Background: an optimization exercise with open tools, aiming at a short achievable clock period and few clock cycles. Do not read the settings as production practice. Function was checked by simulation only, so behaviour that the tests miss may differ from the original. Power figures rest on the tool's default switching activity, not on a simulated workload.

`flow/run.sh`:
```
#!/bin/bash
# synth_recipe.tcl (not shown) runs the flow's synth.tcl, then flattens the netlist and writes it again
# the make line also repeats each setting of config.mk as NAME=value (left out here)
make -C /OpenROAD-flow-scripts/flow DESIGN_CONFIG=/design/flow/config.mk WORK_HOME=/design/flow/orfs CLKGATE_MAP_FILE= SYNTH_SCRIPT=/design/flow/synth_recipe.tcl finish
```
`flow/config.mk`:
```
export PLATFORM = sky130hd
export DESIGN_NAME = main
export DESIGN_NICKNAME = main
export VERILOG_FILES = /design/flow/design.v
export SDC_FILE = /design/flow/constraint.sdc
export NUM_CORES = 4
export LEC_CHECK = 0
export CAP_MARGIN = 20
export CORE_MARGIN = 2
export CORE_UTILIZATION = 40
export PLACE_DENSITY = 0.6
export SETUP_SLACK_MARGIN = 0.2
export SLEW_MARGIN = 20
```
`flow/constraint.sdc`:
```
create_clock -name core_clock -period 11.0 [get_ports {Clock}]
set_input_delay 2.2000 -clock core_clock [delete_from_list [all_inputs] [get_ports {Clock}]]
set_output_delay 2.2000 -clock core_clock [all_outputs]
set_load 0.01 [all_outputs]
```
`flow/design.v`:
```
module ADD (a,b,sum);
    input[31:0] a,b;
    output [31:0] sum;
    assign sum = a+b;
endmodule
module ALU (a,b,ctrl,out,zero);
	input[width-1:0] a,b;
	input[3-1:0] ctrl;
	output reg[width-1:0] out;
	output reg zero;
	parameter width=32;
	always @(a or b or ctrl) begin
		case(ctrl)
			3'b000: out=a&b;
			3'b001: out=a|b;
			3'b010: out=a^b;
            3'b111: out=~(a|b);
			3'b100: out=a+b;
            3'b110: out=a-b;
			3'b011: begin
				if (a<b)
					out=1;
				else
					out=0;
			end
			default: out=~a; 
		endcase
		if (out==0)
			zero=1;
		else
			zero=0;
	end
endmodule
module ALUCU(inst,aluop,ctrl,opcode);
	input[5:0] inst;
	input[1:0] aluop;
    input[5:0] opcode;
	output reg[3-1:0] ctrl;
    always @(*) begin
        ctrl = 3'b100;
        casex(aluop) 
            2'b00: ctrl = 3'b100;
            2'b01: ctrl = 3'b110;
            2'b10: begin
                case (inst)
                    6'b100000: ctrl = 3'b100; 
                    6'b100001: ctrl = 3'b101; 
                    6'b100010: ctrl = 3'b110; 
                    6'b100100: ctrl = 3'b000; 
                    6'b100101: ctrl = 3'b001; 
                    6'b101010: ctrl = 3'b011; 
                    6'b100110: ctrl = 3'b010; 
                    6'b100111: ctrl = 3'b111; 
                    default:   ctrl = 3'b100;
                endcase
            end
            2'b11: begin
                case(opcode)
                    6'b001100: ctrl = 3'b000; 
                    6'b001101: ctrl = 3'b001; 
                    6'b001010: ctrl = 3'b011; 
                    6'b001110: ctrl = 3'b010; 
                    default:   ctrl = 3'b100;
                endcase
            end
        endcase
    end
endmodule
module AND(br,aluz,mc);
input br,aluz;
output mc;
assign mc = br & aluz;
endmodule
module CU(op_code, RegDst, regw, alusrc, memr, memw, memtoreg, branch, jump, aluop,branch2);
input [5:0] op_code;
output reg RegDst, regw, alusrc, memr, memw, memtoreg, branch, jump, branch2;
output reg [1:0] aluop;
parameter R_type =  6'b000000,
          lw =      6'b100011,
          sw =      6'b101011,
          beq =     6'b000100,
          j =       6'b000010,
          addiu =   6'b001001,
          andi =    6'b001100,
          ori =     6'b001101,
          slti =    6'b001010,
          bne =     6'b000101;
always @(*) begin
    case(op_code)
        R_type:{RegDst, regw, alusrc, memr, memw, memtoreg, branch, jump, aluop,branch2} =  11'b11000000100;
        lw:{RegDst, regw, alusrc, memr, memw, memtoreg, branch, jump, aluop,branch2} =      11'b01110100000;
        sw:{RegDst, regw, alusrc, memr, memw, memtoreg, branch, jump, aluop,branch2} =      11'b00101000000;
        beq:{RegDst, regw, alusrc, memr, memw, memtoreg, branch, jump, aluop,branch2} =     11'b00000010010;
        j:{RegDst, regw, alusrc, memr, memw, memtoreg, branch, jump, aluop,branch2} =       11'b00000001000;
        addiu:{RegDst, regw, alusrc, memr, memw, memtoreg, branch, jump, aluop,branch2} =   11'b01100000000;
        andi:{RegDst, regw, alusrc, memr, memw, memtoreg, branch, jump, aluop,branch2} =    11'b01100000110;
        ori:{RegDst, regw, alusrc, memr, memw, memtoreg, branch, jump, aluop,branch2} =     11'b01100000110;
        slti:{RegDst, regw, alusrc, memr, memw, memtoreg, branch, jump, aluop,branch2} =    11'b01100000110;
        bne:{RegDst, regw, alusrc, memr, memw, memtoreg, branch, jump, aluop,branch2} =     11'b00000000011;
        default:{RegDst, regw, alusrc, memr, memw, memtoreg, branch, jump, aluop,branch2} = 11'b00000000000;
    endcase
end
endmodule
module DM(R,W,Addr,W_data,R_data,clk);
	input clk;
	input R,W;
	input[addr_width-1:0] Addr;
	input[data_width-1:0] W_data;
	output[data_width-1:0] R_data;
	parameter addr_width=5;
	parameter data_width=32;
	reg[data_width-1:0] mem[(1<<addr_width)-1:0];
	assign R_data=mem[Addr];
	always @(posedge clk) begin
		if (W) begin
			mem[Addr]<=W_data;
		end
	end
endmodule
module MUXTWO (I0,I1,ctrl,out);
	input[width-1:0] I0,I1;
	input ctrl;
	output reg[width-1:0] out;
	parameter width=32;
	always @(I0 or I1 or ctrl) begin
		if (ctrl==0)
			out=I0;
		else
			out=I1;
	end
endmodule
module OR(oa,ob,oc);
input oa,ob;
output oc;
assign oc = oa|ob;
endmodule
module PC(Clock,Reset,Address_in,Pc_reg);
    input Clock;
    input Reset;
    input [31:0] Address_in;
    output reg[31:0] Pc_reg;
    always@(posedge Clock or posedge Reset)
    begin
        if (Reset)
        begin  
            Pc_reg <= 0;  
        end  
        else   
        begin
            Pc_reg <= Address_in;  
        end
    end
endmodule
module RF(wd,rr1,rr2,wr,rd1,rd2,clk,regwr);
    input[31:0]wd;
    input[4:0] rr1,rr2,wr;
    input clk,regwr;
    output[31:0] rd1,rd2;
    reg [31:0]RFReg[31:0];
    assign rd1 = RFReg[rr1];
    assign rd2 = RFReg[rr2];
    always @(posedge clk)begin
        if (regwr)
            RFReg[wr] <= wd;
    end
endmodule
module SHL2(src,dst);
    input [31:0]src;
    output [31:0]dst;
    parameter s2 = 2'b00;
    assign dst = {src[29:0], s2};
endmodule
module SIG16_32(in,sext,out);
	input[16-1:0] in;
	input sext;
	output[32-1:0] out;
	assign out={{16{sext & in[15]}},in};
endmodule
module main(Clock,Reset,imem_addr,imem_data,dmem_we,dmem_addr,dmem_wdata);
    input Clock,Reset;
    output [31:0] imem_addr;
    input  [31:0] imem_data;
    output dmem_we;
    output [31:0] dmem_addr,dmem_wdata;
    wire RegDst,Jump,RegWr,Branch,MemtoReg,MemWr,MemRd,ALUSrc,Branch2,And2Out,MuxNewCtrl;
    wire AluZ,MuxCtrl,SExt;
    wire [1:0] ALUOp;
    wire [2:0]AluCtrl;
    wire [4:0]WRi;
    wire [31:0]ShlOut;
    wire [31:0]PcI,PcAddr,Inst,Add1C,TransAddr;
    wire [31:0]Data,RdO,AluC,WdI,AluA,AluB,Sig32,Add2B,Add2C,MuxOut;
    assign Inst=imem_data;
    assign imem_addr=PcAddr;
    assign dmem_we=MemWr;
    assign dmem_addr=AluC;
    assign dmem_wdata=Data;
    assign TransAddr={Add1C[31:28],ShlOut[27:0]};
    assign SExt=~(Inst[31:28]==4'b0011);
    PC Pc(Clock,Reset,PcI,PcAddr);
    CU Cu(Inst[31:26],RegDst, RegWr, ALUSrc, MemRd, MemWr, MemtoReg, Branch, Jump, ALUOp, Branch2);
    ALUCU Alucu(.inst(Inst[5:0]),.aluop(ALUOp),.ctrl(AluCtrl),.opcode(Inst[31:26]));
    MUXTWO #(5) Mt1(Inst[20:16],Inst[15:11],RegDst,WRi);
    MUXTWO Mt2(Data,Sig32,ALUSrc,AluB);
    MUXTWO MT3(AluC,RdO,MemtoReg,WdI);
    MUXTWO MT4(Add1C,Add2C,MuxNewCtrl,MuxOut);
    MUXTWO MT5(MuxOut,TransAddr,Jump,PcI);
    SHL2 Shl21({6'b0,Inst[25:0]},ShlOut);
    SHL2 SHl22(Sig32,Add2B);
    AND And(Branch,AluZ,MuxCtrl);
    AND And2(Branch2,~AluZ,And2Out);
    OR Or(And2Out,MuxCtrl,MuxNewCtrl);
    SIG16_32 Sig1632(Inst[15:0],SExt,Sig32);
    ADD Add1(.a(32'h4),.b(PcAddr),.sum(Add1C));
    ADD Add2(.a(Add1C),.b(Add2B),.sum(Add2C));
    ALU Alu(AluA,AluB,AluCtrl,AluC,AluZ);
    DM Dm(MemRd,MemWr,AluC[4:0],Data,RdO,Clock);
    RF Rf(WdI,Inst[25:21],Inst[20:16],WRi,AluA,Data,Clock,RegWr);
endmodule
```
==> results.cfg <==
[sta]
setup_repair_after_global_routing_missed_its_margin = yes
tns_ps = 0
max_clock_freq_mhz = 93.5
max_slew.worst_pin.slew_ps = 1120
hold_viol_final = 0
slew_headroom_pct = 25.5
timing.final.setup_violations = 0
final_max_slew_viol_count = 0
layout_worst_path_cycle_share_pct = 97.3
final.setup_skew_ps = 36.2
post-route-min-period_ps = 10700

[route]
wl_per_cell_um = 31.7
viasPerCell = 6.13
wirelength_um = 315000
ant_nets = 0
route.vias.total = 61000
drt-initial-drc-count = 7544
drc = 0
drtPass1Iterations = 6

[synth]
synth_area_leader_cell = sky130_fd_sc_hd__edfxtp_1
synth.yosys.seq_area_share_pct = 64.0
ys.warnings.count = 8
synth_edf_count = 2048
top_count_cell_post_synth = sky130_fd_sc_hd__edfxtp_1
synth.distinct_cells = 102
synthesis.area_um2 = 97300
ys_seq_elements = 2078
syn_inst = 6262
synth.top_cells.by_area = sky130_fd_sc_hd__edfxtp_1 (63%), sky130_fd_sc_hd__mux4_2 (15%), sky130_fd_sc_hd__nand2_1 (3.5%)
synthTopCellsByCount = sky130_fd_sc_hd__edfxtp_1 (2,048), sky130_fd_sc_hd__nand2_1 (895), sky130_fd_sc_hd__mux4_2 (634), sky130_fd_sc_hd__clkbuf_1 (266), sky130_fd_sc_hd__nand3_1 (242)
post-synth-top-area-fraction_pct = 63.2
dominantRegCellSynth = sky130_fd_sc_hd__edfxtp_1
synth_area_per_cell_um2 = 15.5
ys_async_sr_fraction_pct = 1.44

[flow_run]
max-cap-violations = 0

[clock_network]
clk_path_buf_depth = 3
sinks_on_clock_net = 2078
tritoncts = built
tritoncts.num_buffers = 214
cts_htree_levels = 4
cts-root-buf = sky130_fd_sc_hd__clkbuf_16
clock_latency_ps = 890
path_clk_slew_ps = 60

[final_layout]
fin_nets = 6743
synthesis_to_finish_area_growth_pct = 15.3
drive_gt1_share_pct = 22.3
final_cell_count_no_fill = 9947
design_area_um2 = 112000

[floorplan]
dieWidth_um = 497
boundaryPins = 131
dieHeight_um = 497
floorplan.initialDensity_pct = 40.1
core.rowCount = 181
core_area_um2 = 243000
die-area_um2 = 247000

[run_status]
outcome = timing/DRC/antenna clean

[worst_hold_path]
hp-class = register to register
min_path_cells = 1

[worst_setup_path]
worst_r2r_path_depth = 28
path_class = primary input to output port
worst_setup_path_start_kind = primary input
ff2ff_setup_slack_ps = 3050
critical_path_arrival_ps = 8500
cp.required_ps = 8800
critical_path.endpoint_type = output port
timing.critical_path.fanout_max = 13

[grt]
grt_first_pass_wirelength_um = 448000
grt_pass1_vias = 59500
grt_max_degree = 160
remaining_global_route_overflow = 0
grt.total_usage_pct = 25.1
antenna_found_initial = 5

[power]
p_per_area_nw_per_um2 = 200
static-leakage-power_nw = 37.2
post-layout-total-power_mw = 22.5
irDropWorstVdd_mv = 0.160

[place]
gpl.final_weighted_congestion = 0.955
placed_cells_incl_taps = 9552
portBuffers = 128
dpl_cell_area_um2 = 106000
hpwl_um = 192000
-- cell usage in the layout, fill, tap and decap left out, drive strengths merged, types with 13 or more instances in the layout --
| cell type | netlist | final |
|---|---|---|
| edfxtp | 2048 | 2048 |
| nand2 | 895 | 895 |
| mux4 | 634 | 634 |
| buf | 156 | 393 |
| clkbuf | 266 | 269 |
| nand3 | 244 | 244 |
| nor2 | 204 | 204 |
| mux2i | 194 | 194 |
| inv | 148 | 160 |
| a21oi | 147 | 147 |
| ha | 139 | 139 |
| a32oi | 122 | 122 |
| a31oi | 118 | 118 |
| clkdlybuf4s50 | 0 | 116 |
| a211oi | 106 | 106 |
| and2 | 98 | 98 |
| o21ai | 98 | 98 |
| clkinv | 2 | 88 |
| nor3 | 47 | 47 |
| xnor2 | 46 | 46 |
| and3 | 39 | 39 |
| a21o | 31 | 31 |
| o221ai | 31 | 31 |
| o211ai | 31 | 31 |
| mux2 | 31 | 31 |
| dfrtp | 30 | 30 |
| xor2 | 26 | 26 |
| nand4 | 25 | 25 |
| and4 | 23 | 23 |
| nand2b | 18 | 18 |
| or3 | 17 | 17 |
| nor4 | 17 | 17 |
| o21bai | 16 | 16 |
| a221oi | 15 | 15 |
| nor2b | 14 | 14 |
| a22oi | 13 | 13 |
| bufinv | 0 | 13 |
-- what timing repair did --
item / CTS / global route
setup buffers: 0 / 0
endpoints found under the setup margin: 0 / 6
hold buffers: 0 / 0
gates resized for setup: 0 / 12
-- area by class of cell --
class	count	area, µm²
Clock buffer	269	5630
Tap cell	3202	4010
Antenna cell	5	12.5
Inverter	150	583
Sequential cell	2078	62200
Multi-Input combinational cell	3613	33400
Fill cell	20700	130000
Timing Repair Buffer	510	5290
Clock inverter	120	1060
-- stage by stage --
step	util, %	setup WS, ps	hold WS, ps
after floorplan	-	233	610
after global placement	43.5	332	606
after detailed placement	43.5	313	613
after CTS	46.3	297	621
after global routing	46.3	103	690
final	46.3	302	632
-- where the power goes --
part | internal (mW) | leakage (nW) | switching (mW)
sequential | 9.38 | 18.8 | 0.0759
combinational | 2.09 | 15.2 | 3.93
clock | 3.93 | 3.24 | 3.09
total | 15.4 | 37.2 | 7.10
-- cell families (layout without fill, tap and decap cells) --
group	count (synthesis)	in the layout	share of synthesized area, %
adder cells (fa/ha/maj)	142	142	1.85
buffers and inverters	572	1049	2.46
AND/OR/NAND/NOR	1691	1691	7.88
flip-flops	2078	2078	64.0
XOR/XNOR	72	72	0.648
multiplexers	859	859	17.0
other	1	7	0.00385
AO/OA/AOI/OAI	847	847	6.17
-- worst paths after layout --
kind / startpoint / to
min in group asynchronous: Reset / Pc.Pc_reg[6]
max in group asynchronous: Reset / Pc.Pc_reg[29]
worst max-delay path: imem_data[18] / dmem_addr[26]
worst max register to register: Rf.RFReg[7][0] / Rf.RFReg[19][23]
worst min-delay path: Pc.Pc_reg[2] / Pc.Pc_reg[2]
worst min register to register: Pc.Pc_reg[2] / Pc.Pc_reg[2]
-- worst max-delay path, stage by stage --
cell                              delay (ps)
sky130_fd_sc_hd__clkdlybuf4s50_1         570
sky130_fd_sc_hd__inv_6                   320
sky130_fd_sc_hd__mux4_2                  570
sky130_fd_sc_hd__nand2_1                  80
sky130_fd_sc_hd__nand2_1                 250
sky130_fd_sc_hd__mux2_2                  400
sky130_fd_sc_hd__ha_1                    240
sky130_fd_sc_hd__fa_1                    500
sky130_fd_sc_hd__a21oi_1                 230
sky130_fd_sc_hd__o22ai_1                 170
sky130_fd_sc_hd__or3_1                   410
sky130_fd_sc_hd__and2_1                  210
sky130_fd_sc_hd__o211ai_1                470
sky130_fd_sc_hd__a311oi_1                190
sky130_fd_sc_hd__or3b_2                  460
sky130_fd_sc_hd__a21o_1                  200
sky130_fd_sc_hd__o21a_1                  130
sky130_fd_sc_hd__a21oi_1                 220
sky130_fd_sc_hd__clkdlybuf4s50_1         640
-- routing by layer --
| layer | part of all wire, % | routed length (µm) | track usage (%) |
|---|---|---|---|
| met1 | 40 | 126000 | 34.4 |
| met2 | 48 | 151000 | 40.6 |
| met3 | 8.0 | 25100 | 3.73 |
| met4 | 4.1 | 13000 | 9.51 |
| met5 | 0 | 0 | 0 |
Testbench counts, summed over its fixed seeds: cycles 13,533.

[separate check: timing with driven ports]
The results above use ideal ports. As a check the final layout listed here was re-extracted and re-timed, cells and wires unchanged. Step 1: set_driving_cell puts a clkbuf_16 on Clock and a buf_2 on each other input, an assumption about the parent block. Step 2 moves the port delays by t, midway between the first and last clock arrival at a register: inputs arrive t later, outputs are due t later. That takes back most of the time a late clock gives input paths. a / b / c = ideal ports / drivers / drivers and shift; a / b = the first two.
shift t [ns]: 0.960
setup slack, ns: 0.302 / 0.267 / 0.267
hold WS [ns]: 0.632 / 0.632 / 0.632
slew at the worst register clock pin (ns): 0.07 / 0.07
worst slew at a driven data input, ns: 0.10
After both steps setup and hold are still met in this run. The setup slack of this run moves by -0.035 ns with the drivers and by -0.035 ns with both steps.
